This is an optimization exercise on Yosys and OpenROAD, whose aim is small area, not a production implementation. Where RTL was checked, it was by simulation tests only, not by an equivalence proof against the original. The clock port is modelled as an ideal driver, which makes a skipped or thinned clock tree look cheaper than it is; a real chip needs a root buffer or a tree. Power and IR drop assume default switching activity.

== rev 12 ==
Design mtm_Alu, start of the top module:
module mtm_Alu (
    input  wire clk,    
    input  wire rst_n,  
    input  wire sin,    
    output wire sout    
);
Size in the first run: about 91 flip-flops, about 4 I/O pins, roughly 3600 um^2 of cells after synthesis.
Settings: LEC_CHECK=0, ABC_AREA=1, CAP_MARGIN=20, CORE_MARGIN=2, CORE_UTILIZATION=40, CTS_CLUSTER_SIZE=24, SLEW_MARGIN=20; clock period 8.0 ns.
run.sh (not shown) runs the stock make flow with config.mk's settings and CLKGATE_MAP_FILE= SYNTH_SCRIPT=/design/flow/synth_recipe.tcl, a recipe that flattens the netlist after the stock synthesis.
Rev 12 went all the way through synthesis, placement and routing and the layout is clean on timing, DRC and antenna.
The following lists how rev 13 was set up differently from rev 12:
Settings: an added CTS_CLUSTER_DIAMETER of 60; a change of CTS_CLUSTER_SIZE from 24 to 32.
### Flow results
Per the comparison of rev 13 with rev 12, buffering stage count on the worst path with inverters included level; wire length after detailed routing held; global-route wire length before repair saw little to no change; number of distinct standard cells referenced by the synthesized netlist now sits at about the same level; non-clock inverter instance count of the final layout saw little to no change. From rev 13 to rev 12, static leakage did not move at all. Reported for rev 13 and rev 12, flip-flop and latch count turned out identical to the last digit. Between rev 13 and rev 12, the difference in average footprint of a synthesized cell is negligible. Rev 13 -> rev 12: final period demand of the worst path delta 0, exact match. Per the comparison of rev 13 with rev 12, count of input and output buffers barely changed; clock-pin slew on the worst setup and hold paths barely changed.
No functional check of the RTL was part of any run of this note.

========
## v10
mtm_Alu, a different RTL version from the one above (not shown whole).
Size: about 380 cells after synthesis, roughly 88 flip-flops, about 4 I/O pins.
==> flow/config.mk <==
export PLATFORM = sky130hd
export DESIGN_NAME = mtm_Alu
export DESIGN_NICKNAME = mtm_Alu
export VERILOG_FILES = /design/flow/design.v
export SDC_FILE = /design/flow/constraint.sdc
export NUM_CORES = 4
export LEC_CHECK = 0
export ABC_AREA = 1
export CAP_MARGIN = 20
export CORE_MARGIN = 2
export CORE_UTILIZATION = 40
export SLEW_MARGIN = 20
==> flow/constraint.sdc <==
create_clock -name core_clock -period 8.0 [get_ports {clk}]
set_input_delay 1.6000 -clock core_clock [delete_from_list [all_inputs] [get_ports {clk}]]
set_output_delay 1.6000 -clock core_clock [all_outputs]
set_load 0.01 [all_outputs]
standard.sh (not shown) runs the stock make flow with config.mk's settings and CLKGATE_MAP_FILE= SYNTH_SCRIPT=/design/flow/synth_recipe.tcl, a recipe that flattens the netlist after the stock synthesis.
==> flow/flow/run.sh <==
#!/bin/bash
# The standard layout (standard.sh, standard synthesis unchanged), with these changes:
#  - the port buffers are buf_1 cells;
#  - after clock tree synthesis, flow/clocktree.tcl replaces its tree by three clkbuf_16
#    buffers fed by the clock port, each driving the clock pins of a third of the
#    flip-flops (cut by position), and sets combinational gates to their smallest drive
#    (repair_design then fixes any slew or capacitance limit); the rest of the flow
#    (routing, finish) is standard.
# Logs: standard_cts.log and standard.log (make's output), clocktree.log (OpenROAD's),
# and each ORFS step's full log under orfs/logs.
set -euo pipefail
export CTS_ARGS="-sink_clustering_enable -repair_clock_nets -dont_use_dummy_load"
export BUFFER_PORTS_ARGS="-buffer_cell sky130_fd_sc_hd__buf_1"
bash standard.sh cts > standard_cts.log 2>&1
R=orfs/results/${FLOW_PLATFORM}/mtm_Alu/base
LIB=$(ls ${FLOW_HOME}/platforms/${FLOW_PLATFORM}/lib/sky130_fd_sc_hd__tt_025C_1v80.lib) \
PLATFORM_DIR=${FLOW_HOME}/platforms/${FLOW_PLATFORM} \
IN_ODB=$R/4_cts.odb IN_SDC=$R/4_cts.sdc OUT_ODB=$R/4_cts_new.odb \
NBUF=3 BUFCELL=sky130_fd_sc_hd__clkbuf_16 \
  openroad -no_init -exit flow/clocktree.tcl > clocktree.log 2>&1
cp $R/4_cts_new.odb $R/4_1_cts.odb
sleep 1
cp $R/4_cts_new.odb $R/4_cts.odb
rm -f $R/4_cts_new.odb
bash standard.sh > standard.log 2>&1
==> flow/flow/clocktree.tcl <==
# Rebuild the clock tree that CTS made: drive the flip-flop clock pins from NBUF buffers of
# type BUFCELL, all fed by the clock port's net; then size gates down (below).
# Reads and writes the odb given in env vars.
set lib $::env(LIB)
read_db $::env(IN_ODB)
read_liberty $lib
read_sdc $::env(IN_SDC)
source $::env(PLATFORM_DIR)/setRC.tcl
set block [ord::get_db_block]
set nbuf $::env(NBUF)
set bufcell $::env(BUFCELL)
set db [ord::get_db]
set master [$db findMaster $bufcell]
# the clock port's net
set clkbterm [$block findBTerm clk]
set rootnet [$clkbterm getNet]
# collect sinks: flip-flop clock pins reached through the CTS buffers
set sinks {}
set todo [list $rootnet]
set cts_bufs {}
set cts_nets {}
while {[llength $todo] > 0} {
  set net [lindex $todo 0]
  set todo [lrange $todo 1 end]
  foreach it [$net getITerms] {
    if {[$it isOutputSignal]} { continue }
    set inst [$it getInst]
    set mname [[$inst getMaster] getName]
    if {[string match "*clkbuf*" $mname] || [string match "*clkinv*" $mname]} {
      lappend cts_bufs $inst
      foreach o [$inst getITerms] {
        if {[$o isOutputSignal] && [$o getNet] ne "NULL"} {
          lappend todo [$o getNet]
          lappend cts_nets [$o getNet]
        }
      }
    } else {
      lappend sinks $it
    }
  }
}
puts "sinks [llength $sinks], old clock buffers [llength $cts_bufs]"
foreach it $sinks { $it disconnect }
foreach inst $cts_bufs { odb::dbInst_destroy $inst }
foreach net $cts_nets { odb::dbNet_destroy $net }
# order the sinks by position and cut them into nbuf groups
set pts {}
foreach it $sinks {
  set inst [$it getInst]
  set loc [$inst getLocation]
  lappend pts [list [lindex $loc 0] [lindex $loc 1] $it]
}
set n [llength $pts]
if {$nbuf == 2} {
  set pts [lsort -integer -index 0 $pts]
  set groups [list [lrange $pts 0 [expr {$n/2-1}]] [lrange $pts [expr {$n/2}] end]]
} elseif {$nbuf == 4} {
  set pts [lsort -integer -index 0 $pts]
  set h [expr {$n/2}]
  set groups {}
  foreach half [list [lrange $pts 0 [expr {$h-1}]] [lrange $pts $h end]] {
    set half [lsort -integer -index 1 $half]
    set m [llength $half]
    lappend groups [lrange $half 0 [expr {$m/2-1}]] [lrange $half [expr {$m/2}] end]
  }
} else {
  set pts [lsort -integer -index 0 $pts]
  set groups {}
  for {set g 0} {$g < $nbuf} {incr g} {
    lappend groups [lrange $pts [expr {$g*$n/$nbuf}] [expr {($g+1)*$n/$nbuf-1}]]
  }
}
set g 0
foreach grp $groups {
  set sx 0; set sy 0
  foreach p $grp { incr sx [lindex $p 0]; incr sy [lindex $p 1] }
  set cx [expr {$sx / [llength $grp]}]
  set cy [expr {$sy / [llength $grp]}]
  set inst [odb::dbInst_create $block $master "clkbuf_leaf_$g"]
  $inst setLocation $cx $cy
  $inst setPlacementStatus PLACED
  set net [odb::dbNet_create $block "clknet_leaf_$g"]
  $net setSigType CLOCK
  foreach it [$inst getITerms] {
    set mt [[$it getMTerm] getName]
    if {$mt eq "A"} { $it connect $rootnet }
    if {$mt eq "X"} { $it connect $net }
  }
  foreach p $grp { [lindex $p 2] connect $net }
  puts "leaf $g: [llength $grp] sinks at $cx $cy"
  incr g
}
# Synthesis (ABC) leaves some gates of a low fanout at drive 2 or 4; put every
# combinational gate at its smallest drive, then let repair_design fix any slew or
# capacitance limit that this breaks. Flip-flops, buffers and clock cells stay as they are.
set ndown 0
foreach inst [$block getInsts] {
  set mname [[$inst getMaster] getName]
  if {![regexp {^(sky130_fd_sc_hd__[a-z0-9]+)_([0-9]+)$} $mname -> base drive]} { continue }
  if {$drive <= 1} { continue }
  if {[regexp {__(df|edf|sdf|clk|buf|tap|fill|decap|conb|dly)} $mname]} { continue }
  set small ""
  foreach d {0 1} {
    if {$small eq "" && [$db findMaster ${base}_$d] ne "NULL"} { set small ${base}_$d }
  }
  if {$small eq ""} { continue }
  puts "downsize [$inst getName] $mname -> $small"
  replace_cell [$inst getName] $small
  incr ndown
}
puts "downsized $ndown gates"
estimate_parasitics -placement
repair_design
detailed_placement
check_placement -verbose
estimate_parasitics -placement
report_clock_skew
set worst 0
foreach pin [all_registers -clock_pins -edge_triggered] {
  foreach edge {rise fall} {
    foreach a {min max} {
      set s [expr {[sta::time_ui_sta [get_property $pin slew_${a}_$edge]] * 1e12}]
      if {$s > $worst} { set worst $s }
    }
  }
}
puts "worst flip-flop clock pin slew (placement estimate): $worst ps"
report_check_types -max_slew -max_capacitance
write_db $::env(OUT_ODB)
Looking at the reports, v10 completed the entire flow and the layout it produced met the timing, DRC and antenna checks.
The following lists how v12 was set up differently from v10:
Settings: CAP_MARGIN now 0, was 20; SLEW_MARGIN now 0, was 20.
diff --git a/flow/flow/run.sh b/flow/flow/run.sh
--- a/flow/flow/run.sh
+++ b/flow/flow/run.sh
@@ -6,3 +6 @@
-#    flip-flops (cut by position), and sets combinational gates to their smallest drive
-#    (repair_design then fixes any slew or capacitance limit); the rest of the flow
-#    (routing, finish) is standard.
+#    flip-flops (cut by position); the rest of the flow (routing, finish) is standard.
diff --git a/flow/flow/clocktree.tcl b/flow/flow/clocktree.tcl
--- a/flow/flow/clocktree.tcl
+++ b/flow/flow/clocktree.tcl
@@ -2,2 +2 @@
-# type BUFCELL, all fed by the clock port's net; then size gates down (below).
-# Reads and writes the odb given in env vars.
+# type BUFCELL, all fed by the clock port's net. Reads and writes the odb given in env vars.
@@ -93,21 +91,0 @@
-# Synthesis (ABC) leaves some gates of a low fanout at drive 2 or 4; put every
-# combinational gate at its smallest drive, then let repair_design fix any slew or
-# capacitance limit that this breaks. Flip-flops, buffers and clock cells stay as they are.
-set ndown 0
-foreach inst [$block getInsts] {
-  set mname [[$inst getMaster] getName]
-  if {![regexp {^(sky130_fd_sc_hd__[a-z0-9]+)_([0-9]+)$} $mname -> base drive]} { continue }
-  if {$drive <= 1} { continue }
-  if {[regexp {__(df|edf|sdf|clk|buf|tap|fill|decap|conb|dly)} $mname]} { continue }
-  set small ""
-  foreach d {0 1} {
-    if {$small eq "" && [$db findMaster ${base}_$d] ne "NULL"} { set small ${base}_$d }
-  }
-  if {$small eq ""} { continue }
-  puts "downsize [$inst getName] $mname -> $small"
-  replace_cell [$inst getName] $small
-  incr ndown
-}
-puts "downsized $ndown gates"
-estimate_parasitics -placement
-repair_design
Notes after the runs:
v10 -> v12: wire length of the first global-routing pass flat
From v12 to v10, cell count of the worst reg-to-reg path did not move at all.
Summary of v12 over v10: fraction of power consumed by the clock network closely matched the old numbers, global routing usage summed across all routing layers closely matched the old numbers, total power closely matched the old numbers, power per unit of standard cell area decreased by about 1.3% relative to the old numbers.
[inputs] v36 vs v12
Settings: swapping 0 for 20 in SLEW_MARGIN; swapping 0 for 20 in CAP_MARGIN.
diff --git a/flow/flow/run.sh b/flow/flow/run.sh
--- a/flow/flow/run.sh
+++ b/flow/flow/run.sh
@@ -2 +2 @@
-# The standard layout (standard.sh, standard synthesis unchanged), with these changes:
+# The standard layout (standard.sh), with these changes:
@@ -6 +6,3 @@
-#    flip-flops (cut by position); the rest of the flow (routing, finish) is standard.
+#    flip-flops (cut by position), and sets combinational gates to their smallest drive
+#    (repair_design then fixes any slew or capacitance limit); the rest of the flow
+#    (routing, finish) is standard.
@@ -9,0 +12,9 @@
+# Synthesis: ORFS's, unchanged but for the mapping of the combinational logic: the ABC
+# script (flow/abc_area.script: area-oriented mapping, no up-sizing), and no adder cells. Flip-flops are mapped before
+# ABC runs, so the registers, their names and their cell types are the standard synthesis's.
+rm -rf scripts_abc
+cp -r "${FLOW_HOME}/scripts" scripts_abc
+cp flow/abc_area.script scripts_abc/abc_area.script
+export SCRIPTS_DIR="$PWD/scripts_abc"
+# No adder extraction either: ABC maps the counters' increments with the rest.
+export ADDER_MAP_FILE=
==> flow/flow/abc_area.script (new file) <==
strash
&get -n
&st
&synch2
&dch
&nf -R 1000 -p -F 8 -A 8 -C 32
&put
topo
diff --git a/flow/flow/clocktree.tcl b/flow/flow/clocktree.tcl
--- a/flow/flow/clocktree.tcl
+++ b/flow/flow/clocktree.tcl
@@ -2 +2,2 @@
-# type BUFCELL, all fed by the clock port's net. Reads and writes the odb given in env vars.
+# type BUFCELL, all fed by the clock port's net; then size gates down (below).
+# Reads and writes the odb given in env vars.
@@ -91,0 +93,21 @@
+# Synthesis (ABC) leaves some gates of a low fanout at drive 2 or 4; put every
+# combinational gate at its smallest drive, then let repair_design fix any slew or
+# capacitance limit that this breaks. Flip-flops, buffers and clock cells stay as they are.
+set ndown 0
+foreach inst [$block getInsts] {
+  set mname [[$inst getMaster] getName]
+  if {![regexp {^(sky130_fd_sc_hd__[a-z0-9]+)_([0-9]+)$} $mname -> base drive]} { continue }
+  if {$drive <= 1} { continue }
+  if {[regexp {__(df|edf|sdf|clk|buf|tap|fill|decap|conb|dly)} $mname]} { continue }
+  set small ""
+  foreach d {0 1} {
+    if {$small eq "" && [$db findMaster ${base}_$d] ne "NULL"} { set small ${base}_$d }
+  }
+  if {$small eq ""} { continue }
+  puts "downsize [$inst getName] $mname -> $small"
+  replace_cell [$inst getName] $small
+  incr ndown
+}
+puts "downsized $ndown gates"
+estimate_parasitics -placement
+repair_design
- Result: PASS for each of v12 and v36
- Final cell utilization of the core sits higher in v36 than in v12.
- Looking only at initial standard-cell utilization of the core, and setting everything else aside, the higher value of v12 and v36 goes to v36.
- v36 ended up with bc[2] as its worst setup path startpoint; v12 ended up with bc[0].
- On v36: first-pass GRT wire length is 9.1% lower than what v12 gave.
- Post-layout worst setup margin: v12 vs v36, no meaningful difference
- Diff v12 and v36: via count of the first global-routing pass lower in v36
No run of this note takes its clock network from TritonCTS; it comes from the design's own scripts or RTL.

[separate check: timing with driven ports]
The flow's constraints put no driver on any port. The routed layouts listed below were extracted and timed again, unchanged, in two steps. Step 1 (the two cells are an assumption about what drives the block):
set clk [get_ports {clk}]
set_driving_cell -lib_cell sky130_fd_sc_hd__clkbuf_16 $clk
set_driving_cell -lib_cell sky130_fd_sc_hd__buf_2 [delete_from_list [all_inputs] $clk]
Step 2 also shifts input and output timing later by t, the mid clock arrival at the registers, as if the neighbouring blocks saw the same clock. a / b / c = ideal / step 1 / step 2; a / b = the first two.
run | shift t [ns] | setup slack, ns | worst data-port slew with drivers (ns) | pins driven straight from the clock port
rev 12 | 0.377 | 4.053 / 4.023 / 4.400 | 0.03 | 1
rev 13 | 0.377 | 4.053 / 4.023 / 4.400 | 0.03 | 1
v10 | 0.220 | 4.507 / 4.450 / 4.670 | 0.03 | 3
v12 | 0.219 | 4.524 / 4.469 / 4.688 | 0.03 | 3
v36 | 0.222 | 4.525 / 4.466 / 4.687 | 0.03 | 3
After both steps setup and hold are still met in every run listed.
